Background: an optimization exercise with open tools, aiming at small area, a short achievable clock period and few clock cycles per item. Do not read the settings as production practice. The RTL was checked by simulation tests, not by an equivalence proof against the original design. Power and IR drop assume default switching activity.

File: design/flow/config.mk
export PLATFORM = sky130hd
export DESIGN_NAME = geofence
export DESIGN_NICKNAME = geofence
export VERILOG_FILES = /design/flow/design.v
export SDC_FILE = /design/flow/constraint.sdc
export NUM_CORES = 4
export LEC_CHECK = 0
export CAP_MARGIN = 20
export CORE_MARGIN = 2
export CORE_UTILIZATION = 45
export SLEW_MARGIN = 20
export SYNTH_HIERARCHICAL = 1
export SYNTH_MINIMUM_KEEP_SIZE = 0
File: design/flow/constraint.sdc
create_clock -name core_clock -period 11.5 [get_ports {clk}]
set_input_delay 2.3000 -clock core_clock [delete_from_list [all_inputs] [get_ports {clk}]]
set_output_delay 2.3000 -clock core_clock [all_outputs]
set_load 0.01 [all_outputs]
File: design/flow/design.v
module geofence (clk, reset, X, Y, valid, is_inside);
input clk;
input reset;
input [9:0] X;
input [9:0] Y;
output valid;
output is_inside;
reg [4:0] k;
reg [9:0] px, py;        
reg [11:0] ms, md;       
reg [21:0] q;            
reg [7:0] sg;            
reg [21:0] sa3, sb4;     
reg [21:0] r, l;         
reg [21:0] w, u;         
reg [7:0] occ;           
reg [7:0] vin, vout;     
reg k7;                  
reg vld, ins;            
reg sur;                 
reg line;                
wire xneg, xpos, yneg, ypos;
wire [9:0] xmag, ymag;
absd a_x (.a(X), .b(px), .neg(xneg), .pos(xpos), .mag(xmag));
absd a_y (.a(Y), .b(py), .neg(yneg), .pos(ypos), .mag(ymag));
wire [11:0] ms1 = ms - 12'd1;
wire [11:0] mdp = md + 12'd1;
wire uneg, un1, wneg, wn1;
sgn3 s_u (.a({2'b0, X}), .b({2'b0, Y}), .c(ms), .s(uneg));
sgn3 s_u1 (.a({2'b0, X}), .b({2'b0, Y}), .c(ms1), .s(un1));
sgn3 s_w (.a({2'b0, Y}), .b(~{2'b0, X}), .c(mdp), .s(wneg));
sgn3 s_w1 (.a({2'b0, Y}), .b(~{2'b0, X}), .c(md), .s(wn1));
wire upos = !un1;
wire wpos = !wn1;
wire [21:0] iq = {xneg, yneg, xmag, ymag};
always @(posedge clk) begin
    q <= iq;
    sg <= {xneg, xpos, yneg, ypos, uneg, upos, wneg, wpos};
end
always @(posedge clk) begin
    if (k == 5'd0) begin
        px <= X;
        py <= Y;
        ms <= 12'd0 - {2'b0, X} - {2'b0, Y};
        md <= {2'b0, X} - {2'b0, Y};
    end
end
wire done = valid;
always @(posedge clk) begin
    if (reset || done)
        k <= 5'd0;
    else
        k <= k + 5'd1;
end
wire ld_r = k == 5'd2 || k == 5'd4 || k == 5'd7 || k == 5'd10 || k == 5'd13;
wire ld_l = k == 5'd5 || k == 5'd8 || k == 5'd11 || k == 5'd14;
reg upd, upd1;           
always @(posedge clk) begin
    upd <= !reset && !done && (k == 5'd3 || k == 5'd6 || k == 5'd9 || k == 5'd12 || k == 5'd15);
    upd1 <= !reset && !done && k == 5'd3;
end
always @(posedge clk) begin
    if (k == 5'd5)
        sa3 <= q;
    else if (k == 5'd7)
        sa3 <= q;
    if (k == 5'd6)
        sb4 <= q;
end
wire gxn = sg[7], gxp = sg[6], gyn = sg[5], gyp = sg[4];
wire gun = sg[3], gup = sg[2], gwn = sg[1], gwp = sg[0];
wire [7:0] cq = {gyn & !gun, !gxn & gun, gxn & !gwp, !gyp & gwp,
                 gyp & !gup, !gxp & gup, gxp & !gwn, !gyn & gwn};
always @(posedge clk) begin
    if (k == 5'd2)
        occ <= cq;
    else
        occ <= occ | cq;
end
wire [7:0] o = occ | cq;
wire [15:0] o2 = {o, o};
reg [7:0] succ, bad, tin, tout, fit;
integer c;
always @(*) begin
    for (c = 0; c < 8; c = c + 1)
        succ[c] = o2[c + 1 +: 3] != 3'd0;
    bad = o & ~succ;
end
wire [15:0] bad2 = {bad, bad};
always @(*) begin
    for (c = 0; c < 8; c = c + 1)
        fit[c] = o2[c + 4 +: 4] == 4'd0;
end
wire [15:0] fit2 = {fit, fit};
always @(*) begin
    for (c = 0; c < 8; c = c + 1) begin
        tin[c] = succ[c] && bad2[c + 1 +: 4] == 4'd0;
        tout[c] = fit2[c + 5 +: 4] != 4'd0;
    end
end
always @(posedge clk) begin
    vin <= tin;
    vout <= tin | tout;
    k7 <= !reset && !done && k == 5'd6;
end
wire wxs = w[21], wys = w[20], uxs = u[21], uys = u[20];
wire [9:0] wxm = w[19:10], wym = w[9:0], uxm = u[19:10], uym = u[9:0];
wire [20:0] ts, tc;
xtree tree (.wxm(wxm), .wym(wym), .uxm(uxm), .uym(uym), .s(ts), .c(tc));
reg [20:0] xs, xc;       
reg sa, sb, anz, bnz, opp;
always @(posedge clk) begin
    xs <= ts;
    xc <= tc;
    sa <= wxs ^ uys;
    sb <= wys ^ uxs;
    anz <= wxm != 10'd0 && uym != 10'd0;
    bnz <= wym != 10'd0 && uxm != 10'd0;
    opp <= (wxm != 10'd0 && uxm != 10'd0 && wxs != uxs) ||
           (wym != 10'd0 && uym != 10'd0 && wys != uys);
end
wire [20:0] cy = {1'b0, xs[19:0]} + {1'b0, xc[19:0]};
wire dneg = xs[20] ^ xc[20] ^ cy[20];
wire dz = (xs ^ xc) == {xs[19:0] | xc[19:0], 1'b0};
wire cn = (sa == sb) ? (sa ? !dneg && !dz : dneg) : (sa && (anz || bnz));
wire cp = (sa == sb) ? (sa ? dneg : !dneg && !dz) : (!sa && (anz || bnz));
reg crn, crp;            
always @(posedge clk) begin
    crn <= cn;
    crp <= cp;
end
wire rn = upd1 ? cn : crn;
wire rp = upd1 ? cp : crp;
reg [21:0] rnx, lnx;
reg surnx, linenx;
always @(*) begin
    rnx = r;
    lnx = l;
    surnx = sur;
    linenx = line;
    if (k == 5'd2) begin
        rnx = q;
        lnx = q;
        surnx = 1'b0;
        linenx = 1'b0;
    end else if (upd && !sur) begin
        if (line) begin
            linenx = 1'b0;
            if (rn) begin
                rnx = l;
                lnx = r;
            end
        end else if (rn && cp) begin
            surnx = 1'b1;
        end else if (!rn && cp) begin
            lnx = u;
        end else if (rn && !cp) begin
            rnx = u;
        end else if (!rn && !rp && !cn && !cp && opp) begin
            lnx = u;
            linenx = 1'b1;
        end
    end
end
always @(posedge clk) begin
    r <= rnx;
    l <= lnx;
    sur <= surnx;
    line <= linenx;
end
always @(posedge clk) begin
    if (ld_r)
        w <= rnx;
    else if (ld_l)
        w <= l;
    case (k)
    5'd2: u <= iq;
    5'd4: u <= q;
    5'd7: u <= sa3;
    5'd10: u <= sb4;
    5'd13: u <= sa3;
    default: ;
    endcase
end
wire q_valid = k7 && (cq & vout) != 8'd0;
wire q_in = k7 && (cq & vin) != 8'd0;
always @(posedge clk) begin
    if (reset || done) begin
        vld <= 1'b0;
        ins <= 1'b0;
    end else begin
        vld <= (k >= 5'd7 && surnx) || k == 5'd16;
        ins <= k >= 5'd7 && surnx;
    end
end
assign valid = vld || q_valid;
assign is_inside = ins || q_in;
endmodule
module sgn3 (a, b, c, s);
input [11:0] a, b, c;
output s;
wire [11:0] t = a + b + c;
assign s = t[11];
endmodule
module absd (a, b, neg, pos, mag);
input [9:0] a, b;
output neg, pos;
output [9:0] mag;
wire [10:0] d = {1'b0, a} - {1'b0, b};
wire [10:0] n = {1'b0, b} - {1'b0, a};
assign neg = d[10];
assign pos = n[10];
assign mag = neg ? n[9:0] : d[9:0];
endmodule
module xtree (wxm, wym, uxm, uym, s, c);
input [9:0] wxm, wym, uxm, uym;
output [20:0] s, c;
wire t1 = (wxm[0] & uym[9]) ^ ~(wym[0] & uxm[9]) ^ (wxm[1] & uym[8]);
wire t2 = ((wxm[0] & uym[9]) & ~(wym[0] & uxm[9])) | ((wxm[0] & uym[9]) & (wxm[1] & uym[8])) | (~(wym[0] & uxm[9]) & (wxm[1] & uym[8]));
wire t3 = (wxm[1] & uym[9]) ^ ~(wym[1] & uxm[9]);
wire t4 = (wxm[1] & uym[9]) & ~(wym[1] & uxm[9]);
wire t5 = (wxm[0] & uym[6]) ^ ~(wym[0] & uxm[6]) ^ (wxm[1] & uym[5]);
wire t6 = ((wxm[0] & uym[6]) & ~(wym[0] & uxm[6])) | ((wxm[0] & uym[6]) & (wxm[1] & uym[5])) | (~(wym[0] & uxm[6]) & (wxm[1] & uym[5]));
wire t7 = (wxm[0] & uym[7]) ^ ~(wym[0] & uxm[7]) ^ (wxm[1] & uym[6]);
wire t8 = ((wxm[0] & uym[7]) & ~(wym[0] & uxm[7])) | ((wxm[0] & uym[7]) & (wxm[1] & uym[6])) | (~(wym[0] & uxm[7]) & (wxm[1] & uym[6]));
wire t9 = ~(wym[1] & uxm[6]) ^ (wxm[2] & uym[5]) ^ ~(wym[2] & uxm[5]);
wire t10 = (~(wym[1] & uxm[6]) & (wxm[2] & uym[5])) | (~(wym[1] & uxm[6]) & ~(wym[2] & uxm[5])) | ((wxm[2] & uym[5]) & ~(wym[2] & uxm[5]));
wire t11 = (wxm[3] & uym[4]) ^ ~(wym[3] & uxm[4]);
wire t12 = (wxm[3] & uym[4]) & ~(wym[3] & uxm[4]);
wire t13 = (wxm[0] & uym[8]) ^ ~(wym[0] & uxm[8]) ^ (wxm[1] & uym[7]);
wire t14 = ((wxm[0] & uym[8]) & ~(wym[0] & uxm[8])) | ((wxm[0] & uym[8]) & (wxm[1] & uym[7])) | (~(wym[0] & uxm[8]) & (wxm[1] & uym[7]));
wire t15 = ~(wym[1] & uxm[7]) ^ (wxm[2] & uym[6]) ^ ~(wym[2] & uxm[6]);
wire t16 = (~(wym[1] & uxm[7]) & (wxm[2] & uym[6])) | (~(wym[1] & uxm[7]) & ~(wym[2] & uxm[6])) | ((wxm[2] & uym[6]) & ~(wym[2] & uxm[6]));
wire t17 = (wxm[3] & uym[5]) ^ ~(wym[3] & uxm[5]) ^ (wxm[4] & uym[4]);
wire t18 = ((wxm[3] & uym[5]) & ~(wym[3] & uxm[5])) | ((wxm[3] & uym[5]) & (wxm[4] & uym[4])) | (~(wym[3] & uxm[5]) & (wxm[4] & uym[4]));
wire t19 = ~(wym[4] & uxm[4]) ^ (wxm[5] & uym[3]) ^ ~(wym[5] & uxm[3]);
wire t20 = (~(wym[4] & uxm[4]) & (wxm[5] & uym[3])) | (~(wym[4] & uxm[4]) & ~(wym[5] & uxm[3])) | ((wxm[5] & uym[3]) & ~(wym[5] & uxm[3]));
wire t21 = (wxm[6] & uym[2]) ^ ~(wym[6] & uxm[2]);
wire t22 = (wxm[6] & uym[2]) & ~(wym[6] & uxm[2]);
wire t23 = ~(wym[1] & uxm[8]) ^ (wxm[2] & uym[7]) ^ ~(wym[2] & uxm[7]);
wire t24 = (~(wym[1] & uxm[8]) & (wxm[2] & uym[7])) | (~(wym[1] & uxm[8]) & ~(wym[2] & uxm[7])) | ((wxm[2] & uym[7]) & ~(wym[2] & uxm[7]));
wire t25 = (wxm[3] & uym[6]) ^ ~(wym[3] & uxm[6]) ^ (wxm[4] & uym[5]);
wire t26 = ((wxm[3] & uym[6]) & ~(wym[3] & uxm[6])) | ((wxm[3] & uym[6]) & (wxm[4] & uym[5])) | (~(wym[3] & uxm[6]) & (wxm[4] & uym[5]));
wire t27 = ~(wym[4] & uxm[5]) ^ (wxm[5] & uym[4]) ^ ~(wym[5] & uxm[4]);
wire t28 = (~(wym[4] & uxm[5]) & (wxm[5] & uym[4])) | (~(wym[4] & uxm[5]) & ~(wym[5] & uxm[4])) | ((wxm[5] & uym[4]) & ~(wym[5] & uxm[4]));
wire t29 = (wxm[6] & uym[3]) ^ ~(wym[6] & uxm[3]) ^ (wxm[7] & uym[2]);
wire t30 = ((wxm[6] & uym[3]) & ~(wym[6] & uxm[3])) | ((wxm[6] & uym[3]) & (wxm[7] & uym[2])) | (~(wym[6] & uxm[3]) & (wxm[7] & uym[2]));
wire t31 = ~(wym[7] & uxm[2]) ^ (wxm[8] & uym[1]) ^ ~(wym[8] & uxm[1]);
wire t32 = (~(wym[7] & uxm[2]) & (wxm[8] & uym[1])) | (~(wym[7] & uxm[2]) & ~(wym[8] & uxm[1])) | ((wxm[8] & uym[1]) & ~(wym[8] & uxm[1]));
wire t33 = (wxm[9] & uym[0]) ^ ~(wym[9] & uxm[0]);
wire t34 = (wxm[9] & uym[0]) & ~(wym[9] & uxm[0]);
wire t35 = (wxm[2] & uym[8]) ^ ~(wym[2] & uxm[8]) ^ (wxm[3] & uym[7]);
wire t36 = ((wxm[2] & uym[8]) & ~(wym[2] & uxm[8])) | ((wxm[2] & uym[8]) & (wxm[3] & uym[7])) | (~(wym[2] & uxm[8]) & (wxm[3] & uym[7]));
wire t37 = ~(wym[3] & uxm[7]) ^ (wxm[4] & uym[6]) ^ ~(wym[4] & uxm[6]);
wire t38 = (~(wym[3] & uxm[7]) & (wxm[4] & uym[6])) | (~(wym[3] & uxm[7]) & ~(wym[4] & uxm[6])) | ((wxm[4] & uym[6]) & ~(wym[4] & uxm[6]));
wire t39 = (wxm[5] & uym[5]) ^ ~(wym[5] & uxm[5]) ^ (wxm[6] & uym[4]);
wire t40 = ((wxm[5] & uym[5]) & ~(wym[5] & uxm[5])) | ((wxm[5] & uym[5]) & (wxm[6] & uym[4])) | (~(wym[5] & uxm[5]) & (wxm[6] & uym[4]));
wire t41 = ~(wym[6] & uxm[4]) ^ (wxm[7] & uym[3]) ^ ~(wym[7] & uxm[3]);
wire t42 = (~(wym[6] & uxm[4]) & (wxm[7] & uym[3])) | (~(wym[6] & uxm[4]) & ~(wym[7] & uxm[3])) | ((wxm[7] & uym[3]) & ~(wym[7] & uxm[3]));
wire t43 = (wxm[8] & uym[2]) ^ ~(wym[8] & uxm[2]) ^ (wxm[9] & uym[1]);
wire t44 = ((wxm[8] & uym[2]) & ~(wym[8] & uxm[2])) | ((wxm[8] & uym[2]) & (wxm[9] & uym[1])) | (~(wym[8] & uxm[2]) & (wxm[9] & uym[1]));
wire t45 = ~(wym[9] & uxm[1]) ^ 1'b1 ^ t2;
wire t46 = (~(wym[9] & uxm[1]) & 1'b1) | (~(wym[9] & uxm[1]) & t2) | (1'b1 & t2);
wire t47 = (wxm[2] & uym[9]) ^ ~(wym[2] & uxm[9]) ^ (wxm[3] & uym[8]);
wire t48 = ((wxm[2] & uym[9]) & ~(wym[2] & uxm[9])) | ((wxm[2] & uym[9]) & (wxm[3] & uym[8])) | (~(wym[2] & uxm[9]) & (wxm[3] & uym[8]));
wire t49 = ~(wym[3] & uxm[8]) ^ (wxm[4] & uym[7]) ^ ~(wym[4] & uxm[7]);
wire t50 = (~(wym[3] & uxm[8]) & (wxm[4] & uym[7])) | (~(wym[3] & uxm[8]) & ~(wym[4] & uxm[7])) | ((wxm[4] & uym[7]) & ~(wym[4] & uxm[7]));
wire t51 = (wxm[5] & uym[6]) ^ ~(wym[5] & uxm[6]) ^ (wxm[6] & uym[5]);
wire t52 = ((wxm[5] & uym[6]) & ~(wym[5] & uxm[6])) | ((wxm[5] & uym[6]) & (wxm[6] & uym[5])) | (~(wym[5] & uxm[6]) & (wxm[6] & uym[5]));
wire t53 = ~(wym[6] & uxm[5]) ^ (wxm[7] & uym[4]) ^ ~(wym[7] & uxm[4]);
wire t54 = (~(wym[6] & uxm[5]) & (wxm[7] & uym[4])) | (~(wym[6] & uxm[5]) & ~(wym[7] & uxm[4])) | ((wxm[7] & uym[4]) & ~(wym[7] & uxm[4]));
wire t55 = (wxm[8] & uym[3]) ^ ~(wym[8] & uxm[3]) ^ (wxm[9] & uym[2]);
wire t56 = ((wxm[8] & uym[3]) & ~(wym[8] & uxm[3])) | ((wxm[8] & uym[3]) & (wxm[9] & uym[2])) | (~(wym[8] & uxm[3]) & (wxm[9] & uym[2]));
wire t57 = (wxm[3] & uym[9]) ^ ~(wym[3] & uxm[9]) ^ (wxm[4] & uym[8]);
wire t58 = ((wxm[3] & uym[9]) & ~(wym[3] & uxm[9])) | ((wxm[3] & uym[9]) & (wxm[4] & uym[8])) | (~(wym[3] & uxm[9]) & (wxm[4] & uym[8]));
wire t59 = ~(wym[4] & uxm[8]) ^ (wxm[5] & uym[7]) ^ ~(wym[5] & uxm[7]);
wire t60 = (~(wym[4] & uxm[8]) & (wxm[5] & uym[7])) | (~(wym[4] & uxm[8]) & ~(wym[5] & uxm[7])) | ((wxm[5] & uym[7]) & ~(wym[5] & uxm[7]));
wire t61 = (wxm[6] & uym[6]) ^ ~(wym[6] & uxm[6]) ^ (wxm[7] & uym[5]);
wire t62 = ((wxm[6] & uym[6]) & ~(wym[6] & uxm[6])) | ((wxm[6] & uym[6]) & (wxm[7] & uym[5])) | (~(wym[6] & uxm[6]) & (wxm[7] & uym[5]));
wire t63 = (wxm[4] & uym[9]) ^ ~(wym[4] & uxm[9]) ^ (wxm[5] & uym[8]);
wire t64 = ((wxm[4] & uym[9]) & ~(wym[4] & uxm[9])) | ((wxm[4] & uym[9]) & (wxm[5] & uym[8])) | (~(wym[4] & uxm[9]) & (wxm[5] & uym[8]));
wire t65 = (wxm[0] & uym[4]) ^ ~(wym[0] & uxm[4]) ^ (wxm[1] & uym[3]);
wire t66 = ((wxm[0] & uym[4]) & ~(wym[0] & uxm[4])) | ((wxm[0] & uym[4]) & (wxm[1] & uym[3])) | (~(wym[0] & uxm[4]) & (wxm[1] & uym[3]));
wire t67 = (wxm[0] & uym[5]) ^ ~(wym[0] & uxm[5]) ^ (wxm[1] & uym[4]);
wire t68 = ((wxm[0] & uym[5]) & ~(wym[0] & uxm[5])) | ((wxm[0] & uym[5]) & (wxm[1] & uym[4])) | (~(wym[0] & uxm[5]) & (wxm[1] & uym[4]));
wire t69 = ~(wym[1] & uxm[4]) ^ (wxm[2] & uym[3]) ^ ~(wym[2] & uxm[3]);
wire t70 = (~(wym[1] & uxm[4]) & (wxm[2] & uym[3])) | (~(wym[1] & uxm[4]) & ~(wym[2] & uxm[3])) | ((wxm[2] & uym[3]) & ~(wym[2] & uxm[3]));
wire t71 = (wxm[3] & uym[2]) ^ ~(wym[3] & uxm[2]);
wire t72 = (wxm[3] & uym[2]) & ~(wym[3] & uxm[2]);
wire t73 = ~(wym[1] & uxm[5]) ^ (wxm[2] & uym[4]) ^ ~(wym[2] & uxm[4]);
wire t74 = (~(wym[1] & uxm[5]) & (wxm[2] & uym[4])) | (~(wym[1] & uxm[5]) & ~(wym[2] & uxm[4])) | ((wxm[2] & uym[4]) & ~(wym[2] & uxm[4]));
wire t75 = (wxm[3] & uym[3]) ^ ~(wym[3] & uxm[3]) ^ (wxm[4] & uym[2]);
wire t76 = ((wxm[3] & uym[3]) & ~(wym[3] & uxm[3])) | ((wxm[3] & uym[3]) & (wxm[4] & uym[2])) | (~(wym[3] & uxm[3]) & (wxm[4] & uym[2]));
wire t77 = ~(wym[4] & uxm[2]) ^ (wxm[5] & uym[1]) ^ ~(wym[5] & uxm[1]);
wire t78 = (~(wym[4] & uxm[2]) & (wxm[5] & uym[1])) | (~(wym[4] & uxm[2]) & ~(wym[5] & uxm[1])) | ((wxm[5] & uym[1]) & ~(wym[5] & uxm[1]));
wire t79 = (wxm[6] & uym[0]) ^ ~(wym[6] & uxm[0]);
wire t80 = (wxm[6] & uym[0]) & ~(wym[6] & uxm[0]);
wire t81 = (wxm[4] & uym[3]) ^ ~(wym[4] & uxm[3]) ^ (wxm[5] & uym[2]);
wire t82 = ((wxm[4] & uym[3]) & ~(wym[4] & uxm[3])) | ((wxm[4] & uym[3]) & (wxm[5] & uym[2])) | (~(wym[4] & uxm[3]) & (wxm[5] & uym[2]));
wire t83 = ~(wym[5] & uxm[2]) ^ (wxm[6] & uym[1]) ^ ~(wym[6] & uxm[1]);
wire t84 = (~(wym[5] & uxm[2]) & (wxm[6] & uym[1])) | (~(wym[5] & uxm[2]) & ~(wym[6] & uxm[1])) | ((wxm[6] & uym[1]) & ~(wym[6] & uxm[1]));
wire t85 = (wxm[7] & uym[0]) ^ ~(wym[7] & uxm[0]) ^ 1'b1;
wire t86 = ((wxm[7] & uym[0]) & ~(wym[7] & uxm[0])) | ((wxm[7] & uym[0]) & 1'b1) | (~(wym[7] & uxm[0]) & 1'b1);
wire t87 = t6 ^ t7 ^ t9;
wire t88 = (t6 & t7) | (t6 & t9) | (t7 & t9);
wire t89 = (wxm[7] & uym[1]) ^ ~(wym[7] & uxm[1]) ^ (wxm[8] & uym[0]);
wire t90 = ((wxm[7] & uym[1]) & ~(wym[7] & uxm[1])) | ((wxm[7] & uym[1]) & (wxm[8] & uym[0])) | (~(wym[7] & uxm[1]) & (wxm[8] & uym[0]));
wire t91 = ~(wym[8] & uxm[0]) ^ 1'b1 ^ t8;
wire t92 = (~(wym[8] & uxm[0]) & 1'b1) | (~(wym[8] & uxm[0]) & t8) | (1'b1 & t8);
wire t93 = t10 ^ t12 ^ t13;
wire t94 = (t10 & t12) | (t10 & t13) | (t12 & t13);
wire t95 = t15 ^ t17 ^ t19;
wire t96 = (t15 & t17) | (t15 & t19) | (t17 & t19);
wire t97 = 1'b1 ^ t1 ^ t14;
wire t98 = (1'b1 & t1) | (1'b1 & t14) | (t1 & t14);
wire t99 = t16 ^ t18 ^ t20;
wire t100 = (t16 & t18) | (t16 & t20) | (t18 & t20);
wire t101 = t22 ^ t23 ^ t25;
wire t102 = (t22 & t23) | (t22 & t25) | (t23 & t25);
wire t103 = t27 ^ t29 ^ t31;
wire t104 = (t27 & t29) | (t27 & t31) | (t29 & t31);
wire t105 = t3 ^ t24 ^ t26;
wire t106 = (t3 & t24) | (t3 & t26) | (t24 & t26);
wire t107 = t28 ^ t30 ^ t32;
wire t108 = (t28 & t30) | (t28 & t32) | (t30 & t32);
wire t109 = t34 ^ t35 ^ t37;
wire t110 = (t34 & t35) | (t34 & t37) | (t35 & t37);
wire t111 = t39 ^ t41 ^ t43;
wire t112 = (t39 & t41) | (t39 & t43) | (t41 & t43);
wire t113 = ~(wym[9] & uxm[2]) ^ t4 ^ t36;
wire t114 = (~(wym[9] & uxm[2]) & t4) | (~(wym[9] & uxm[2]) & t36) | (t4 & t36);
wire t115 = t38 ^ t40 ^ t42;
wire t116 = (t38 & t40) | (t38 & t42) | (t40 & t42);
wire t117 = t44 ^ t46 ^ t47;
wire t118 = (t44 & t46) | (t44 & t47) | (t46 & t47);
wire t119 = t49 ^ t51 ^ t53;
wire t120 = (t49 & t51) | (t49 & t53) | (t51 & t53);
wire t121 = ~(wym[7] & uxm[5]) ^ (wxm[8] & uym[4]) ^ ~(wym[8] & uxm[4]);
wire t122 = (~(wym[7] & uxm[5]) & (wxm[8] & uym[4])) | (~(wym[7] & uxm[5]) & ~(wym[8] & uxm[4])) | ((wxm[8] & uym[4]) & ~(wym[8] & uxm[4]));
wire t123 = (wxm[9] & uym[3]) ^ ~(wym[9] & uxm[3]) ^ t48;
wire t124 = ((wxm[9] & uym[3]) & ~(wym[9] & uxm[3])) | ((wxm[9] & uym[3]) & t48) | (~(wym[9] & uxm[3]) & t48);
wire t125 = t50 ^ t52 ^ t54;
wire t126 = (t50 & t52) | (t50 & t54) | (t52 & t54);
wire t127 = t56 ^ t57 ^ t59;
wire t128 = (t56 & t57) | (t56 & t59) | (t57 & t59);
wire t129 = ~(wym[5] & uxm[8]) ^ (wxm[6] & uym[7]) ^ ~(wym[6] & uxm[7]);
wire t130 = (~(wym[5] & uxm[8]) & (wxm[6] & uym[7])) | (~(wym[5] & uxm[8]) & ~(wym[6] & uxm[7])) | ((wxm[6] & uym[7]) & ~(wym[6] & uxm[7]));
wire t131 = (wxm[7] & uym[6]) ^ ~(wym[7] & uxm[6]) ^ (wxm[8] & uym[5]);
wire t132 = ((wxm[7] & uym[6]) & ~(wym[7] & uxm[6])) | ((wxm[7] & uym[6]) & (wxm[8] & uym[5])) | (~(wym[7] & uxm[6]) & (wxm[8] & uym[5]));
wire t133 = ~(wym[8] & uxm[5]) ^ (wxm[9] & uym[4]) ^ ~(wym[9] & uxm[4]);
wire t134 = (~(wym[8] & uxm[5]) & (wxm[9] & uym[4])) | (~(wym[8] & uxm[5]) & ~(wym[9] & uxm[4])) | ((wxm[9] & uym[4]) & ~(wym[9] & uxm[4]));
wire t135 = t58 ^ t60 ^ t62;
wire t136 = (t58 & t60) | (t58 & t62) | (t60 & t62);
wire t137 = (wxm[5] & uym[9]) ^ ~(wym[5] & uxm[9]) ^ (wxm[6] & uym[8]);
wire t138 = ((wxm[5] & uym[9]) & ~(wym[5] & uxm[9])) | ((wxm[5] & uym[9]) & (wxm[6] & uym[8])) | (~(wym[5] & uxm[9]) & (wxm[6] & uym[8]));
wire t139 = ~(wym[6] & uxm[8]) ^ (wxm[7] & uym[7]) ^ ~(wym[7] & uxm[7]);
wire t140 = (~(wym[6] & uxm[8]) & (wxm[7] & uym[7])) | (~(wym[6] & uxm[8]) & ~(wym[7] & uxm[7])) | ((wxm[7] & uym[7]) & ~(wym[7] & uxm[7]));
wire t141 = (wxm[8] & uym[6]) ^ ~(wym[8] & uxm[6]) ^ (wxm[9] & uym[5]);
wire t142 = ((wxm[8] & uym[6]) & ~(wym[8] & uxm[6])) | ((wxm[8] & uym[6]) & (wxm[9] & uym[5])) | (~(wym[8] & uxm[6]) & (wxm[9] & uym[5]));
wire t143 = (wxm[6] & uym[9]) ^ ~(wym[6] & uxm[9]) ^ (wxm[7] & uym[8]);
wire t144 = ((wxm[6] & uym[9]) & ~(wym[6] & uxm[9])) | ((wxm[6] & uym[9]) & (wxm[7] & uym[8])) | (~(wym[6] & uxm[9]) & (wxm[7] & uym[8]));
wire t145 = (wxm[0] & uym[2]) ^ ~(wym[0] & uxm[2]);
wire t146 = (wxm[0] & uym[2]) & ~(wym[0] & uxm[2]);
wire t147 = (wxm[0] & uym[3]) ^ ~(wym[0] & uxm[3]) ^ (wxm[1] & uym[2]);
wire t148 = ((wxm[0] & uym[3]) & ~(wym[0] & uxm[3])) | ((wxm[0] & uym[3]) & (wxm[1] & uym[2])) | (~(wym[0] & uxm[3]) & (wxm[1] & uym[2]));
wire t149 = ~(wym[1] & uxm[2]) ^ (wxm[2] & uym[1]) ^ ~(wym[2] & uxm[1]);
wire t150 = (~(wym[1] & uxm[2]) & (wxm[2] & uym[1])) | (~(wym[1] & uxm[2]) & ~(wym[2] & uxm[1])) | ((wxm[2] & uym[1]) & ~(wym[2] & uxm[1]));
wire t151 = ~(wym[1] & uxm[3]) ^ (wxm[2] & uym[2]) ^ ~(wym[2] & uxm[2]);
wire t152 = (~(wym[1] & uxm[3]) & (wxm[2] & uym[2])) | (~(wym[1] & uxm[3]) & ~(wym[2] & uxm[2])) | ((wxm[2] & uym[2]) & ~(wym[2] & uxm[2]));
wire t153 = (wxm[3] & uym[1]) ^ ~(wym[3] & uxm[1]) ^ (wxm[4] & uym[0]);
wire t154 = ((wxm[3] & uym[1]) & ~(wym[3] & uxm[1])) | ((wxm[3] & uym[1]) & (wxm[4] & uym[0])) | (~(wym[3] & uxm[1]) & (wxm[4] & uym[0]));
wire t155 = ~(wym[4] & uxm[0]) ^ 1'b1;
wire t156 = ~(wym[4] & uxm[0]) & 1'b1;
wire t157 = (wxm[4] & uym[1]) ^ ~(wym[4] & uxm[1]) ^ (wxm[5] & uym[0]);
wire t158 = ((wxm[4] & uym[1]) & ~(wym[4] & uxm[1])) | ((wxm[4] & uym[1]) & (wxm[5] & uym[0])) | (~(wym[4] & uxm[1]) & (wxm[5] & uym[0]));
wire t159 = ~(wym[5] & uxm[0]) ^ 1'b1 ^ t66;
wire t160 = (~(wym[5] & uxm[0]) & 1'b1) | (~(wym[5] & uxm[0]) & t66) | (1'b1 & t66);
wire t161 = t67 ^ t69 ^ t71;
wire t162 = (t67 & t69) | (t67 & t71) | (t69 & t71);
wire t163 = 1'b1 ^ t5 ^ t68;
wire t164 = (1'b1 & t5) | (1'b1 & t68) | (t5 & t68);
wire t165 = t70 ^ t72 ^ t73;
wire t166 = (t70 & t72) | (t70 & t73) | (t72 & t73);
wire t167 = t75 ^ t77 ^ t79;
wire t168 = (t75 & t77) | (t75 & t79) | (t77 & t79);
wire t169 = t11 ^ t74 ^ t76;
wire t170 = (t11 & t74) | (t11 & t76) | (t74 & t76);
wire t171 = t78 ^ t80 ^ t81;
wire t172 = (t78 & t80) | (t78 & t81) | (t80 & t81);
wire t173 = t83 ^ t85 ^ t87;
wire t174 = (t83 & t85) | (t83 & t87) | (t85 & t87);
wire t175 = t21 ^ t82 ^ t84;
wire t176 = (t21 & t82) | (t21 & t84) | (t82 & t84);
wire t177 = t86 ^ t88 ^ t89;
wire t178 = (t86 & t88) | (t86 & t89) | (t88 & t89);
wire t179 = t91 ^ t93 ^ t95;
wire t180 = (t91 & t93) | (t91 & t95) | (t93 & t95);
wire t181 = t33 ^ t90 ^ t92;
wire t182 = (t33 & t90) | (t33 & t92) | (t90 & t92);
wire t183 = t94 ^ t96 ^ t97;
wire t184 = (t94 & t96) | (t94 & t97) | (t96 & t97);
wire t185 = t99 ^ t101 ^ t103;
wire t186 = (t99 & t101) | (t99 & t103) | (t101 & t103);
wire t187 = t45 ^ t98 ^ t100;
wire t188 = (t45 & t98) | (t45 & t100) | (t98 & t100);
wire t189 = t102 ^ t104 ^ t105;
wire t190 = (t102 & t104) | (t102 & t105) | (t104 & t105);
wire t191 = t107 ^ t109 ^ t111;
wire t192 = (t107 & t109) | (t107 & t111) | (t109 & t111);
wire t193 = t55 ^ t106 ^ t108;
wire t194 = (t55 & t106) | (t55 & t108) | (t106 & t108);
wire t195 = t110 ^ t112 ^ t113;
wire t196 = (t110 & t112) | (t110 & t113) | (t112 & t113);
wire t197 = t115 ^ t117 ^ t119;
wire t198 = (t115 & t117) | (t115 & t119) | (t117 & t119);
wire t199 = t61 ^ t114 ^ t116;
wire t200 = (t61 & t114) | (t61 & t116) | (t114 & t116);
wire t201 = t118 ^ t120 ^ t121;
wire t202 = (t118 & t120) | (t118 & t121) | (t120 & t121);
wire t203 = t123 ^ t125 ^ t127;
wire t204 = (t123 & t125) | (t123 & t127) | (t125 & t127);
wire t205 = t63 ^ t122 ^ t124;
wire t206 = (t63 & t122) | (t63 & t124) | (t122 & t124);
wire t207 = t126 ^ t128 ^ t129;
wire t208 = (t126 & t128) | (t126 & t129) | (t128 & t129);
wire t209 = t131 ^ t133 ^ t135;
wire t210 = (t131 & t133) | (t131 & t135) | (t133 & t135);
wire t211 = ~(wym[9] & uxm[5]) ^ t64 ^ t130;
wire t212 = (~(wym[9] & uxm[5]) & t64) | (~(wym[9] & uxm[5]) & t130) | (t64 & t130);
wire t213 = t132 ^ t134 ^ t136;
wire t214 = (t132 & t134) | (t132 & t136) | (t134 & t136);
wire t215 = t137 ^ t139 ^ t141;
wire t216 = (t137 & t139) | (t137 & t141) | (t139 & t141);
wire t217 = ~(wym[7] & uxm[8]) ^ (wxm[8] & uym[7]) ^ ~(wym[8] & uxm[7]);
wire t218 = (~(wym[7] & uxm[8]) & (wxm[8] & uym[7])) | (~(wym[7] & uxm[8]) & ~(wym[8] & uxm[7])) | ((wxm[8] & uym[7]) & ~(wym[8] & uxm[7]));
wire t219 = (wxm[9] & uym[6]) ^ ~(wym[9] & uxm[6]) ^ t138;
wire t220 = ((wxm[9] & uym[6]) & ~(wym[9] & uxm[6])) | ((wxm[9] & uym[6]) & t138) | (~(wym[9] & uxm[6]) & t138);
wire t221 = t140 ^ t142 ^ t143;
wire t222 = (t140 & t142) | (t140 & t143) | (t142 & t143);
wire t223 = (wxm[7] & uym[9]) ^ ~(wym[7] & uxm[9]) ^ (wxm[8] & uym[8]);
wire t224 = ((wxm[7] & uym[9]) & ~(wym[7] & uxm[9])) | ((wxm[7] & uym[9]) & (wxm[8] & uym[8])) | (~(wym[7] & uxm[9]) & (wxm[8] & uym[8]));
wire t225 = ~(wym[8] & uxm[8]) ^ (wxm[9] & uym[7]) ^ ~(wym[9] & uxm[7]);
wire t226 = (~(wym[8] & uxm[8]) & (wxm[9] & uym[7])) | (~(wym[8] & uxm[8]) & ~(wym[9] & uxm[7])) | ((wxm[9] & uym[7]) & ~(wym[9] & uxm[7]));
wire t227 = (wxm[0] & uym[1]) ^ ~(wym[0] & uxm[1]);
wire t228 = (wxm[0] & uym[1]) & ~(wym[0] & uxm[1]);
wire t229 = (wxm[1] & uym[1]) ^ ~(wym[1] & uxm[1]) ^ (wxm[2] & uym[0]);
wire t230 = ((wxm[1] & uym[1]) & ~(wym[1] & uxm[1])) | ((wxm[1] & uym[1]) & (wxm[2] & uym[0])) | (~(wym[1] & uxm[1]) & (wxm[2] & uym[0]));
wire t231 = ~(wym[2] & uxm[0]) ^ 1'b1;
wire t232 = ~(wym[2] & uxm[0]) & 1'b1;
wire t233 = (wxm[3] & uym[0]) ^ ~(wym[3] & uxm[0]) ^ 1'b1;
wire t234 = ((wxm[3] & uym[0]) & ~(wym[3] & uxm[0])) | ((wxm[3] & uym[0]) & 1'b1) | (~(wym[3] & uxm[0]) & 1'b1);
wire t235 = t146 ^ t147 ^ t149;
wire t236 = (t146 & t147) | (t146 & t149) | (t147 & t149);
wire t237 = t65 ^ t148 ^ t150;
wire t238 = (t65 & t148) | (t65 & t150) | (t148 & t150);
wire t239 = t151 ^ t153 ^ t155;
wire t240 = (t151 & t153) | (t151 & t155) | (t153 & t155);
wire t241 = t152 ^ t154 ^ t156;
wire t242 = (t152 & t154) | (t152 & t156) | (t154 & t156);
wire t243 = t157 ^ t159 ^ t161;
wire t244 = (t157 & t159) | (t157 & t161) | (t159 & t161);
wire t245 = t158 ^ t160 ^ t162;
wire t246 = (t158 & t160) | (t158 & t162) | (t160 & t162);
wire t247 = t163 ^ t165 ^ t167;
wire t248 = (t163 & t165) | (t163 & t167) | (t165 & t167);
wire t249 = t164 ^ t166 ^ t168;
wire t250 = (t164 & t166) | (t164 & t168) | (t166 & t168);
wire t251 = t169 ^ t171 ^ t173;
wire t252 = (t169 & t171) | (t169 & t173) | (t171 & t173);
wire t253 = t170 ^ t172 ^ t174;
wire t254 = (t170 & t172) | (t170 & t174) | (t172 & t174);
wire t255 = t175 ^ t177 ^ t179;
wire t256 = (t175 & t177) | (t175 & t179) | (t177 & t179);
wire t257 = t176 ^ t178 ^ t180;
wire t258 = (t176 & t178) | (t176 & t180) | (t178 & t180);
wire t259 = t181 ^ t183 ^ t185;
wire t260 = (t181 & t183) | (t181 & t185) | (t183 & t185);
wire t261 = t182 ^ t184 ^ t186;
wire t262 = (t182 & t184) | (t182 & t186) | (t184 & t186);
wire t263 = t187 ^ t189 ^ t191;
wire t264 = (t187 & t189) | (t187 & t191) | (t189 & t191);
wire t265 = t188 ^ t190 ^ t192;
wire t266 = (t188 & t190) | (t188 & t192) | (t190 & t192);
wire t267 = t193 ^ t195 ^ t197;
wire t268 = (t193 & t195) | (t193 & t197) | (t195 & t197);
wire t269 = t194 ^ t196 ^ t198;
wire t270 = (t194 & t196) | (t194 & t198) | (t196 & t198);
wire t271 = t199 ^ t201 ^ t203;
wire t272 = (t199 & t201) | (t199 & t203) | (t201 & t203);
wire t273 = t200 ^ t202 ^ t204;
wire t274 = (t200 & t202) | (t200 & t204) | (t202 & t204);
wire t275 = t205 ^ t207 ^ t209;
wire t276 = (t205 & t207) | (t205 & t209) | (t207 & t209);
wire t277 = t206 ^ t208 ^ t210;
wire t278 = (t206 & t208) | (t206 & t210) | (t208 & t210);
wire t279 = t211 ^ t213 ^ t215;
wire t280 = (t211 & t213) | (t211 & t215) | (t213 & t215);
wire t281 = t212 ^ t214 ^ t216;
wire t282 = (t212 & t214) | (t212 & t216) | (t214 & t216);
wire t283 = t217 ^ t219 ^ t221;
wire t284 = (t217 & t219) | (t217 & t221) | (t219 & t221);
wire t285 = t144 ^ t218 ^ t220;
wire t286 = (t144 & t218) | (t144 & t220) | (t218 & t220);
wire t287 = t222 ^ t223 ^ t225;
wire t288 = (t222 & t223) | (t222 & t225) | (t223 & t225);
wire t289 = (wxm[8] & uym[9]) ^ ~(wym[8] & uxm[9]) ^ (wxm[9] & uym[8]);
wire t290 = ((wxm[8] & uym[9]) & ~(wym[8] & uxm[9])) | ((wxm[8] & uym[9]) & (wxm[9] & uym[8])) | (~(wym[8] & uxm[9]) & (wxm[9] & uym[8]));
wire t291 = ~(wym[9] & uxm[8]) ^ t224 ^ t226;
wire t292 = (~(wym[9] & uxm[8]) & t224) | (~(wym[9] & uxm[8]) & t226) | (t224 & t226);
wire t293 = (wxm[1] & uym[0]) ^ ~(wym[1] & uxm[0]);
wire t294 = (wxm[1] & uym[0]) & ~(wym[1] & uxm[0]);
wire t295 = t145 ^ t228 ^ t229;
wire t296 = (t145 & t228) | (t145 & t229) | (t228 & t229);
wire t297 = t230 ^ t232 ^ t233;
wire t298 = (t230 & t232) | (t230 & t233) | (t232 & t233);
wire t299 = t234 ^ t236 ^ t237;
wire t300 = (t234 & t236) | (t234 & t237) | (t236 & t237);
wire t301 = t238 ^ t240 ^ t241;
wire t302 = (t238 & t240) | (t238 & t241) | (t240 & t241);
wire t303 = t242 ^ t244 ^ t245;
wire t304 = (t242 & t244) | (t242 & t245) | (t244 & t245);
wire t305 = t246 ^ t248 ^ t249;
wire t306 = (t246 & t248) | (t246 & t249) | (t248 & t249);
wire t307 = t250 ^ t252 ^ t253;
wire t308 = (t250 & t252) | (t250 & t253) | (t252 & t253);
wire t309 = t254 ^ t256 ^ t257;
wire t310 = (t254 & t256) | (t254 & t257) | (t256 & t257);
wire t311 = t258 ^ t260 ^ t261;
wire t312 = (t258 & t260) | (t258 & t261) | (t260 & t261);
wire t313 = t262 ^ t264 ^ t265;
wire t314 = (t262 & t264) | (t262 & t265) | (t264 & t265);
wire t315 = t266 ^ t268 ^ t269;
wire t316 = (t266 & t268) | (t266 & t269) | (t268 & t269);
wire t317 = t270 ^ t272 ^ t273;
wire t318 = (t270 & t272) | (t270 & t273) | (t272 & t273);
wire t319 = t274 ^ t276 ^ t277;
wire t320 = (t274 & t276) | (t274 & t277) | (t276 & t277);
wire t321 = t278 ^ t280 ^ t281;
wire t322 = (t278 & t280) | (t278 & t281) | (t280 & t281);
wire t323 = t282 ^ t284 ^ t285;
wire t324 = (t282 & t284) | (t282 & t285) | (t284 & t285);
wire t325 = t286 ^ t288 ^ t289;
wire t326 = (t286 & t288) | (t286 & t289) | (t288 & t289);
wire t327 = (wxm[9] & uym[9]) ^ ~(wym[9] & uxm[9]) ^ t290;
wire t328 = ((wxm[9] & uym[9]) & ~(wym[9] & uxm[9])) | ((wxm[9] & uym[9]) & t290) | (~(wym[9] & uxm[9]) & t290);
wire t329 = (wxm[0] & uym[0]) ^ ~(wym[0] & uxm[0]);
wire t330 = (wxm[0] & uym[0]) & ~(wym[0] & uxm[0]);
wire t331 = 1'b1 ^ t227 ^ t293;
wire t332 = (1'b1 & t227) | (1'b1 & t293) | (t227 & t293);
wire t333 = t231 ^ t294 ^ t295;
wire t334 = (t231 & t294) | (t231 & t295) | (t294 & t295);
wire t335 = t235 ^ t296 ^ t297;
wire t336 = (t235 & t296) | (t235 & t297) | (t296 & t297);
wire t337 = t239 ^ t298 ^ t299;
wire t338 = (t239 & t298) | (t239 & t299) | (t298 & t299);
wire t339 = t243 ^ t300 ^ t301;
wire t340 = (t243 & t300) | (t243 & t301) | (t300 & t301);
wire t341 = t247 ^ t302 ^ t303;
wire t342 = (t247 & t302) | (t247 & t303) | (t302 & t303);
wire t343 = t251 ^ t304 ^ t305;
wire t344 = (t251 & t304) | (t251 & t305) | (t304 & t305);
wire t345 = t255 ^ t306 ^ t307;
wire t346 = (t255 & t306) | (t255 & t307) | (t306 & t307);
wire t347 = t259 ^ t308 ^ t309;
wire t348 = (t259 & t308) | (t259 & t309) | (t308 & t309);
wire t349 = t263 ^ t310 ^ t311;
wire t350 = (t263 & t310) | (t263 & t311) | (t310 & t311);
wire t351 = t267 ^ t312 ^ t313;
wire t352 = (t267 & t312) | (t267 & t313) | (t312 & t313);
wire t353 = t271 ^ t314 ^ t315;
wire t354 = (t271 & t314) | (t271 & t315) | (t314 & t315);
wire t355 = t275 ^ t316 ^ t317;
wire t356 = (t275 & t316) | (t275 & t317) | (t316 & t317);
wire t357 = t279 ^ t318 ^ t319;
wire t358 = (t279 & t318) | (t279 & t319) | (t318 & t319);
wire t359 = t283 ^ t320 ^ t321;
wire t360 = (t283 & t320) | (t283 & t321) | (t320 & t321);
wire t361 = t287 ^ t322 ^ t323;
wire t362 = (t287 & t322) | (t287 & t323) | (t322 & t323);
wire t363 = t291 ^ t324 ^ t325;
wire t364 = (t291 & t324) | (t291 & t325) | (t324 & t325);
wire t365 = t292 ^ t326 ^ t327;
wire t366 = (t292 & t326) | (t292 & t327) | (t326 & t327);
assign s[0] = 1'b1;
assign c[0] = t329;
assign s[1] = t330;
assign c[1] = t331;
assign s[2] = t332;
assign c[2] = t333;
assign s[3] = t334;
assign c[3] = t335;
assign s[4] = t336;
assign c[4] = t337;
assign s[5] = t338;
assign c[5] = t339;
assign s[6] = t340;
assign c[6] = t341;
assign s[7] = t342;
assign c[7] = t343;
assign s[8] = t344;
assign c[8] = t345;
assign s[9] = t346;
assign c[9] = t347;
assign s[10] = t348;
assign c[10] = t349;
assign s[11] = t350;
assign c[11] = t351;
assign s[12] = t352;
assign c[12] = t353;
assign s[13] = t354;
assign c[13] = t355;
assign s[14] = t356;
assign c[14] = t357;
assign s[15] = t358;
assign c[15] = t359;
assign s[16] = t360;
assign c[16] = t361;
assign s[17] = t362;
assign c[17] = t363;
assign s[18] = t364;
assign c[18] = t365;
assign s[19] = t328;
assign c[19] = t366;
assign s[20] = 1'b1;
assign c[20] = 1'b0;
endmodule
File: design/flow/flow/run.sh
#!/bin/bash
# Standard layout, with timing repair aiming for a period of about 4.3 ns
# (setup margin 7.2 ns at the design's 11.5 ns clock).
set -euo pipefail
bash standard.sh SETUP_SLACK_MARGIN=7.2 finish > flow.log 2>&1
File: design/flow/standard.sh
#!/bin/bash
# synth_recipe.tcl (not shown) runs the flow's synth.tcl, then flattens the netlist and writes it again
# the make line also repeats each setting of config.mk as NAME=value (left out here)
make -C /OpenROAD-flow-scripts/flow DESIGN_CONFIG=/design/flow/config.mk WORK_HOME=/design/flow/orfs CLKGATE_MAP_FILE= SYNTH_SCRIPT=/design/flow/synth_recipe.tcl "${@:-finish}"
==> results.txt, run 1 <==
- At the worst endpoint, the required time is 11.95 ns.
- In the post-synthesis netlist, the biggest area contributors are sky130_fd_sc_hd__edfxtp_1 (20%), sky130_fd_sc_hd__fa_1 (19%), sky130_fd_sc_hd__dfxtp_1 (12%), sky130_fd_sc_hd__ha_1 (9.2%), sky130_fd_sc_hd__inv_1 (6.0%).
- Compared with the post-synthesis result, the final layout area differs by 11.1%.
- Measured along the x axis, the die boundary spans 228 microns.
- VDD sags by at most 0.122 mV.
- The half-perimeter wire length after placement is 38.7 mm.
- Of all nets on the critical path, the largest fanout is 10.
- Summing internal, switching and leakage power gives 5.84 mW.
- The pre-antenna-repair detailed-routing pass consisted of 7 iterations.
- The detail route stage leaves a number of antenna-violating nets equal to 0.
- By count the netlist is led by sky130_fd_sc_hd__inv_1 (360), sky130_fd_sc_hd__fa_1 (209), sky130_fd_sc_hd__nand2_1 (198), sky130_fd_sc_hd__ha_1 (165), sky130_fd_sc_hd__edfxtp_1 (152).
- At the later pin of the worst-skew pair, clock insertion delay measures 0.56 ns.
- The most used flip-flop cell after synthesis is sky130_fd_sc_hd__edfxtp_1.
- The synthesized design contains 152 enable-type register cells.
- For met1 alone, demand over resource in global routing was 26.0%.
- Fill cells in the final layout number 4,598.
- The number of max-slew violations in the final report came to 0.
- The routing usage on met2 is 37.6%.
- The biggest area contributor in the post-synthesis netlist is sky130_fd_sc_hd__edfxtp_1.
- Across all hold checks on the routed design, the worst slack comes to 0.472 ns.
- In this run the power density over the cells is 233 nW/um^2.
- Entering global routing, the biggest net connects 55 pins.
- The largest incremental delay on the critical path is 0.50 ns.
- At the end of the flow, the number of nets in the layout was 2,626.
- The remaining global-route overflow is 0.
- The routing layer with the top usage in global route is met2.
- The most used standard cell by instance count after synthesis is sky130_fd_sc_hd__inv_1.
- The post-synthesis area per instance is 10.4 sq um.
- The count of endpoints failing hold in the final timing report is 0.
- During placement, the flow inserted port buffers numbering 23.
- The via count of the first global-routing pass is 16,214.
- The clock skew after layout is 0.0236 ns.
- Timing would allow up to 0.238 GHz.
- The flip-flop and latch count after synthesis is 287.
- The data arrival time of the critical path is 4.65 ns.
- The clock tree from TritonCTS is done.
- The run finished with no timing, DRC or antenna violations.
- The cell leakage power is 11.1 nW.
- The average wire per cell in the routed design is 18.3 microns.
- After synthesis, the largest area contributor takes up 20.2% of total cell area.
- The cell family contributing the most delay on the critical path is adder cells.
- The combined buffer and inverter count along the critical path is 3.
- The final cycle utilization of the critical path is 36.5%.
- The sequential-to-total area share from yosys stat is 32.2%.
- The cell count after synthesis came out at 2,179.
- 24 I/O pins were placed.
- Once the floorplan was initialized, standard cells occupied 45.2% of the core.
- The startpoint type of the worst setup path is an input pin.
- The signal on the critical path passes through clkdlybuf4s18_2, inv_1, fa_1, ha_1, and3_1, a221oi_1, o221ai_2, xnor2_1, inv_1.
- Detailed routing inserted a total of 15,390 vias.
- The number of distinct library cell variants in the gate-level netlist after synthesis is 73.
- Counting stages on the worst path, the most repeated cell is sky130_fd_sc_hd__inv_1.
- The accumulated negative setup slack is 0 ns.
- Hold repair after CTS inserted 0 buffers.
- The share of final-layout standard cells stronger than drive strength 1 is 15.2%.
- The largest individual stage delay along the critical path comes from the cell sky130_fd_sc_hd__fa_1.
- The number of levels the H-tree was split into is 2.
- The synthesized netlist occupies a cell area of 22,600 sq um.
- The worst relative slew slack is 25.7%.
- The Yosys step of the flow raised 7 warnings.
- STA classifies the critical path endpoint as a flop.
- The maximum root-to-sink buffer count is 3.
- In the global route stage, met3 resource usage came out at 2.63%.
- The floorplan step defined a core boundary enclosing 49,900 sq um.
- The setup check on the worst reg-to-reg path leaves a slack of 7.34 ns.
- The total wirelength of the detailed-routed design is 53.8 mm.
- The clock slew at the register clock pins of the worst setup and hold paths is 0.06 ns.
- The worst hold path belongs to the class reg2reg.
- The chip height is 228 microns.
- By startpoint and endpoint, the worst setup path is classified as in2reg.
- The detail-routed via count per cell is 5.25.
- After floorplanning, the core was divided into 82 placement rows.
- The first global-routing pass estimated 87.1 mm of wire.
- The die covers 51,900 sq um.
- For this run, the share of the core covered by cells in the final layout is 50.3%.
- The minimum clock period after layout is 4.20 ns.
- Setup repair after global routing could not meet its margin everywhere.
- For the pin with the worst max-slew slack, the measured transition is 1.11 ns.
- The number of clock buffers added by TritonCTS is 36.
- Global routing used 21.0% of the available tracks across all layers.
- The total clock sinks is 287.
- The starting DRC count in detailed routing is 889.
- The root cell of the clock tree is sky130_fd_sc_hd__clkbuf_16.
- The number of antenna violations at the first check in global routing is 0.
- Routability-driven placement finished with a final weighted congestion of 0.854.
- The tool flagged a number of max-cap violations equal to 0.
- The final setup violation count is 0.
- The fraction of registers with async set/reset is 0%.
- In the routed design, unresolved DRC markers number 0.
## cells by family after synthesis
family	count (synthesis)	share of synthesized area, %
xor gates and xnor gates	92	3.64
other	4	0.0665
and+or+nand+nor	546	12.1
muxes	82	3.98
AOI/OAI and AO/OA	317	10.9
adders and majority gates	374	27.7
buffers and inverters	477	9.44
DFF	287	32.2
## metrics by stage
stage	worst slack (ns)	instance area, sq um	std cells
floorplan	7.06	22700	2194
global placement	5.78	23100	2789
detailed placement	5.73	23100	2789
CTS	7.18	24600	2871
global route	7.11	25100	2930
finish	7.30	25100	2931
## metal layers
layer	vias up	wire, microns
li1	7246	-
met3	105	2430
met1	7661	22700
met2	378	27000
met5	-	0
met4	0	1630
## cell type report
| class | count | area (sq um) | area share (%) |
|---|---|---|---|
| sequential | 287 | 7270 | 29.0 |
| clock inverter | 18 | 211 | 0.844 |
| multi-input combinational | 1432 | 13500 | 53.7 |
| antenna | 1 | 2.50 | 0.00998 |
| inverter | 360 | 1360 | 5.42 |
| tap | 672 | 841 | 3.35 |
| clock buffer | 48 | 986 | 3.93 |
| timing repair buffer | 113 | 930 | 3.71 |
## power breakdown
group | switching (mW) | total [mW] | internal [mW]
sequential | 0.208 | 1.64 | 1.43
combinational | 1.72 | 3.05 | 1.33
clock | 0.465 | 1.14 | 0.679
total | 2.39 | 5.84 | 3.45
## per-module statistics from Yosys, one instance, submodules excluded
module | cells inside | flip-flops and latches | copies in the design | cell area [sq um]
xtree | 602 | 0 | 1 | 5620
absd | 121 | 0 | 2 | 910
geofence | 1107 | 287 | 1 | 12900
sgn3 | 57 | 0 | 4 | 548
## state kept, by name (all words and copies together), names as in the netlist, 5 cells and up
name and flops:
py 10, px 10, xs 21, q 21, sa3 22, l 22
vout 8, k 5, sg 7, md 10, w 22, sb4 22
r 22, ms 12, vin 8, u 22, occ 8, xc 21
## path summary, 6_finish.rpt
check,to,start,cells past startpoint
worst min register to register,occ[5],occ[5],1
worst max-delay path,sg[0],X[6],9
worst min-delay path,occ[5],occ[5],1
worst max register to register,xc[11],w[18],9
## what timing repair did
action | CTS | global route
gates cloned | 2 | 0
pin swaps | 4 | 11
setup endpoints to repair | 103 | 61
setup buffers | 14 | 59
resized for setup | 93 | 58
## placed cells by master, fill, tap and decap left out, drive strengths merged, types with 67 or more instances in the layout
master	n
nor2	93
inv	360
edfxtp	152
and2	102
dfxtp	135
xnor2	67
nand2	198
fa	209
a21oi	111
buf	102
ha	165
Testbench counts, summed over its fixed seeds: cycles 15,151, items 1,600.
==> inputs of run 2 (changes only) <==
==> design/flow/flow/run.sh (replaced) <==
#!/bin/bash
# Standard layout, with timing repair aiming for a period of about 4.1 ns
# (setup margin 7.4 ns at the design's 11.5 ns clock).
set -euo pipefail
bash standard.sh SETUP_SLACK_MARGIN=7.4 finish > flow.log 2>&1
--- a/design/flow/config.mk
+++ b/design/flow/config.mk
@@ -7,7 +7,7 @@
 export LEC_CHECK = 0
 export CAP_MARGIN = 20
 export CORE_MARGIN = 2
-export CORE_UTILIZATION = 45
+export CORE_UTILIZATION = 35
 export SLEW_MARGIN = 20
 export SYNTH_HIERARCHICAL = 1
 export SYNTH_MINIMUM_KEEP_SIZE = 0
==> run 2 against run 1 <==
  * Maximum frequency is 1.2% higher
  * Cell area increased by 4.7%
  * Hold slack improved by 0.0044 ns
  * Critical endpoint is now u[12]
==> results.txt, run 2 <==
- The run finished with no timing, DRC or antenna violations.
- The worst hold path terminates at occ[7].
- The top cell types in the final layout, fill and taps aside, are sky130_fd_sc_hd__inv_1 (343), sky130_fd_sc_hd__nand2_1 (198), sky130_fd_sc_hd__fa_1 (196).
- The share of final-layout standard cells stronger than drive strength 1 is 20.7% (+5.6 points).
- The met1 wire length is 23.1 mm (+1.8%).
- The accumulated negative setup slack is 0 ns (unchanged).
- For this run, the leading register cell type out of synthesis is sky130_fd_sc_hd__edfxtp_1.
- The final setup violation count is 0 (unchanged).
- The fraction of registers with async set/reset is 0% (unchanged).
- The flip-flop and latch count after synthesis is 287 (unchanged).
- The count of flip-flops with a built-in enable after synthesis is 152 (unchanged).
- The synthesis-to-layout area growth is 16.4%.
- The routed length on met3 is 2.40 mm (-1.5%).
- The chip height is 258 microns (+13%).
- The gate count after technology mapping is 2,179 (unchanged).
- The xor and xnor fraction of the mapped netlist area is 3.64% (unchanged).
- The detail-routed via count per cell is 4.97 (-5.4%).
- The area fraction in compound gates after synthesis is 10.9% (unchanged).
- The startpoint of the most critical hold path is occ[7].
- The number of warnings printed during yosys synthesis is 7 (unchanged).
- The count of antenna diodes in the layout is 0 (-1).
- The met2 routed wirelength was 27.4 mm (+1.4%).
- The leading cell type in the layout, fill and taps excluded is sky130_fd_sc_hd__inv_1.
- The placeable core region is 64,100 sq um (+29%).
- The top-area cell type share of the netlist area is 20.2% (unchanged).
- The number of cells on the worst hold path is 1 (unchanged).
- The minimum clock period after layout is 4.15 ns (-0.0482 ns).
- The number of remaining DRC errors is 0 (unchanged).
- The number of detailed-route iterations in the first pass is 5 (-2).
- The synthesized cell area is 22,600 sq um (unchanged).
- The number of core rows was 93 (+13%).
- The fraction of the mapped netlist area in simple logic gates is 12.1% (unchanged).
- The power density relative to cell area is 225 nW/um^2 (-3.1%).
- The highest clock frequency the design can meet is 0.241 GHz (+1.2%).
- The residual antenna-violating net count after detailed routing is 0 (unchanged).
- The total number of vias came to 15,772 (+2.5%).
- The worst ir drop on vdd came to 0.111 mV (-9.3%).
- The half-perimeter wire length after placement is 38.7 mm (-0.11%).
- The minimum setup slack after placement was 5.66 ns (-0.0699 ns).
- The placer's final routability congestion estimate is 0.854 (about the same).
- The total of max-cap violations came to 0 (unchanged).
- The count of buffers inserted at the top-level ports was 23 (unchanged).
- The core occupancy in the finished layout is 40.9% (-9.3 points).
- The number of nets at the end of the flow is 2,689 (+2.4%).
- The clock latency at the later pin of the worst-skew pair was 0.54 ns (-0.02 ns).
- TritonCTS built the clock tree.
- The number of max-slew violations in the final report came to 0 (unchanged).
- The count of hold buffers inserted by post-cts repair is 0 (unchanged).
- By area, the combinational part of the netlist is dominated by adder cells.
- The class of the tightest hold or removal check is reg2reg.
- The total wirelength of the detailed-routed design is 54.8 mm (+1.9%).
- The via count of the first global-routing pass is 16,575 (+2.2%).
- The clock skew after layout came to 0.0193 ns (-0.00432 ns).
- The die extent in x came to 258 microns (+13%).
- The area of the die is 66,500 sq um (+28%).
- Routed signal wires occupy layers up through met4.
- The post-route cell area is 26,300 sq um (+4.7%).
- The post-synthesis area per instance is 10.4 sq um (unchanged).
- The number of fill cells is 6,097 (+33%).
- The startpoint type of the worst setup path is an input pin.
- Setup repair after global routing could not meet its margin everywhere.
- The final setup slack of the worst path came to 7.35 ns (+0.0482 ns).
- The register-to-register setup slack is 7.46 ns (+0.12 ns).
- The starting DRC count in detailed routing is 1,017 (+14%).
- The number of ports placed on the die boundary is 24 (unchanged).
- Among all cell types in the netlist, the one instantiated most often is sky130_fd_sc_hd__inv_1.
- The number of distinct library cell variants in the gate-level netlist after synthesis is 73 (unchanged).
- The worst relative slew slack was 34.4% (+8.7 points).
- The cell type with the largest total area after synthesis is sky130_fd_sc_hd__edfxtp_1.
- The commonest cells after synthesis are sky130_fd_sc_hd__inv_1 (360), sky130_fd_sc_hd__fa_1 (209), sky130_fd_sc_hd__nand2_1 (198), sky130_fd_sc_hd__ha_1 (165), sky130_fd_sc_hd__edfxtp_1 (152).
- The cell leakage power was 11.5 nW (+3.4%).
- The number of antenna violations at the first check in global routing was 0 (unchanged).
- The actual slew at the worst max-slew pin is 0.983 ns (-0.131 ns).
- The root cell of the clock tree is sky130_fd_sc_hd__clkbuf_16.
- The first-pass GRT wire length is 87.3 mm (+0.25%).
- The worst-path maximum fanout was 5 (-5).
- The combined global-route utilization of all metal layers came to 16.4% (-4.7 points).
- The count of endpoints failing hold in the final timing report is 0 (unchanged).
- The data arrival time of the critical path is 4.44 ns (-0.21 ns).
- The average wire per cell in the routed design was 17.3 microns (-5.9%).
- The initial cell density of the core is 35.2% (-10 points).
- The remaining global-route overflow was 0 (unchanged).
- The required time reported for the critical path endpoint is 11.78 ns (-0.17 ns).
- The total clock sinks is 287 (unchanged).
- The sequential-to-total area share from yosys stat is 32.2% (unchanged).
- The final cycle utilization of the critical path was 36.1% (-0.42 points).
- The startpoint identified for the worst register-to-register timing path is w[5].
- The type of element capturing the critical path is a flop.
- The pin count of the biggest net entering global routing is 55 (unchanged).
- The placed standard-cell area is 23,500 sq um (+1.4%).
- Ranked by total cell area, the synthesized netlist is headed by sky130_fd_sc_hd__edfxtp_1 (20%), sky130_fd_sc_hd__fa_1 (19%), sky130_fd_sc_hd__dfxtp_1 (12%), sky130_fd_sc_hd__ha_1 (9.2%), sky130_fd_sc_hd__inv_1 (6.0%).
- The number of levels the H-tree was split into is 2 (unchanged).
- The maximum root-to-sink buffer count is 3 (unchanged).
- The type of the worst setup path is in2reg.
- The clock slew at the register clock pins of the worst setup and hold paths is 0.06 ns (about the same).
- The endpoint of the most critical register-to-register path is xc[13].
- The number of CTS-inserted buffers is 34 (-5.6%).
- The post-synthesis mux area share was 3.98% (unchanged).
- The area share of fa/ha/maj cells after synthesis was 27.7% (unchanged).
- The cell depth of the worst flop-to-flop path is 8 (-1).
## run 2: cell counts after synthesis
Identical to the previous run, type by type.
## run 2: layer usage
layer	up-vias	GRT usage, %
li1	7373	-
met1	7902	20.1
met2	386	28.8
met3	111	2.51
met4	0	6.26
met5	-	0
## run 2: cell type report
cell class	instances	area [sq um]	share of cell area, %
clock buffers	49	1070	4.09
clock inverters	13	91.3	0.348
inverters	360	1400	5.31
multi-input cells	1432	13800	52.6
flip-flops and latches	287	7280	27.7
well taps	855	1070	4.07
repair buffers	178	1520	5.80
## run 2: worst max-delay path by stage
stage	endpoint	from	slack [ns]	depth (start not counted)
after floorplan	ms[10]	X[1]	7.06	14
after global placement	ms[10]	X[1]	5.69	15
after detailed placement	ms[10]	X[1]	5.66	15
after CTS	ms[10]	X[0]	7.34	16
after global routing	u[12]	X[0]	7.26	14
final	u[12]	X[0]	7.35	14
## run 2: through the flow
| stage | instances | total power [mW] | hold slack, ns |
|---|---|---|---|
| 2_1_floorplan | 2194 | 4.70 | 0.442 |
| 3_3_place_gp | 2973 | 4.53 | 0.455 |
| 3_5_place_dp | 2973 | 4.64 | 0.465 |
| 4_1_cts | 3125 | 5.90 | 0.479 |
| 5_1_grt | 3174 | 6.53 | 0.505 |
| 6_report | 3174 | 5.92 | 0.476 |
## run 2: power by group
group	internal [mW]	switching, mW	total, mW
sequential	1.44	0.191	1.63
clock	0.659	0.453	1.11
combinational	1.41	1.77	3.18
total	3.51	2.41	5.92
## run 2: timing repair
| item | 4_1_cts | 5_1_grt |
|---|---|---|
| pin swaps | 27 | 52 |
| endpoints found under the setup margin | 144 | 65 |
| gates resized for setup | 169 | 99 |
| buffers inserted | 88 | 49 |
| cloned | 2 | 0 |
## run 2: kinds of logic after synthesis
kind of cell	count (synthesis)
flip-flops	287
other	4
AO/OA/AOI/OAI	317
buffers and inverters	477
adder cells (fa/ha/maj)	374
XOR/XNOR	92
multiplexers	82
AND/OR/NAND/NOR	546
## run 2: critical path, cell delays in order
cell and delay (ns):
sky130_fd_sc_hd__buf_12 0.09, sky130_fd_sc_hd__buf_12 0.11, sky130_fd_sc_hd__inv_12 0.03, sky130_fd_sc_hd__ha_4 0.15
sky130_fd_sc_hd__fa_2 0.34, sky130_fd_sc_hd__and2b_2 0.26, sky130_fd_sc_hd__o21bai_4 0.07, sky130_fd_sc_hd__a311oi_4 0.27
sky130_fd_sc_hd__buf_4 0.17, sky130_fd_sc_hd__nor2_4 0.06, sky130_fd_sc_hd__mux2_4 0.33, sky130_fd_sc_hd__xnor2_2 0.14
sky130_fd_sc_hd__nand2_1 0.07, sky130_fd_sc_hd__nand2_1 0.05
## run 2: Yosys stat by module, one instance, submodules excluded
| module | flops+latches | area, sq um | copies in the design |
|---|---|---|---|
| sgn3 | 0 | 548 | 4 |
| xtree | 0 | 5620 | 1 |
| absd | 0 | 910 | 2 |
| geofence | 287 | 12900 | 1 |

afterwards: timing with drivers on the ports:
Ports are ideal in the flow. The routed layouts listed here were re-timed in OpenROAD. Step 1 sets driving cells, clkbuf_16 on the clock port and buf_2 on the other inputs (assumed; they add their load-dependent delay and slew). Step 2 also shifts input and output timing later by t, the mid clock arrival at the registers, as if the neighbouring blocks saw the same clock. Three values: no drivers, after step 1, after step 2; two values: the first two.
| run | t, ns | slack for setup (ns) | worst hold slack (ns) | worst setup path after step 2 |
|---|---|---|---|---|
| run 1 | 0.602 | 7.298 / 7.281 / 6.721 | 0.472 / 0.472 / 0.472 | input to register |
| run 2 | 0.592 | 7.347 / 7.319 / 6.727 | 0.476 / 0.476 / 0.476 | input to register |
After both steps setup and hold are still met in every run listed. The setup slack of run 2, which loses most, moves by -0.028 ns with the drivers and by -0.620 ns with both steps.
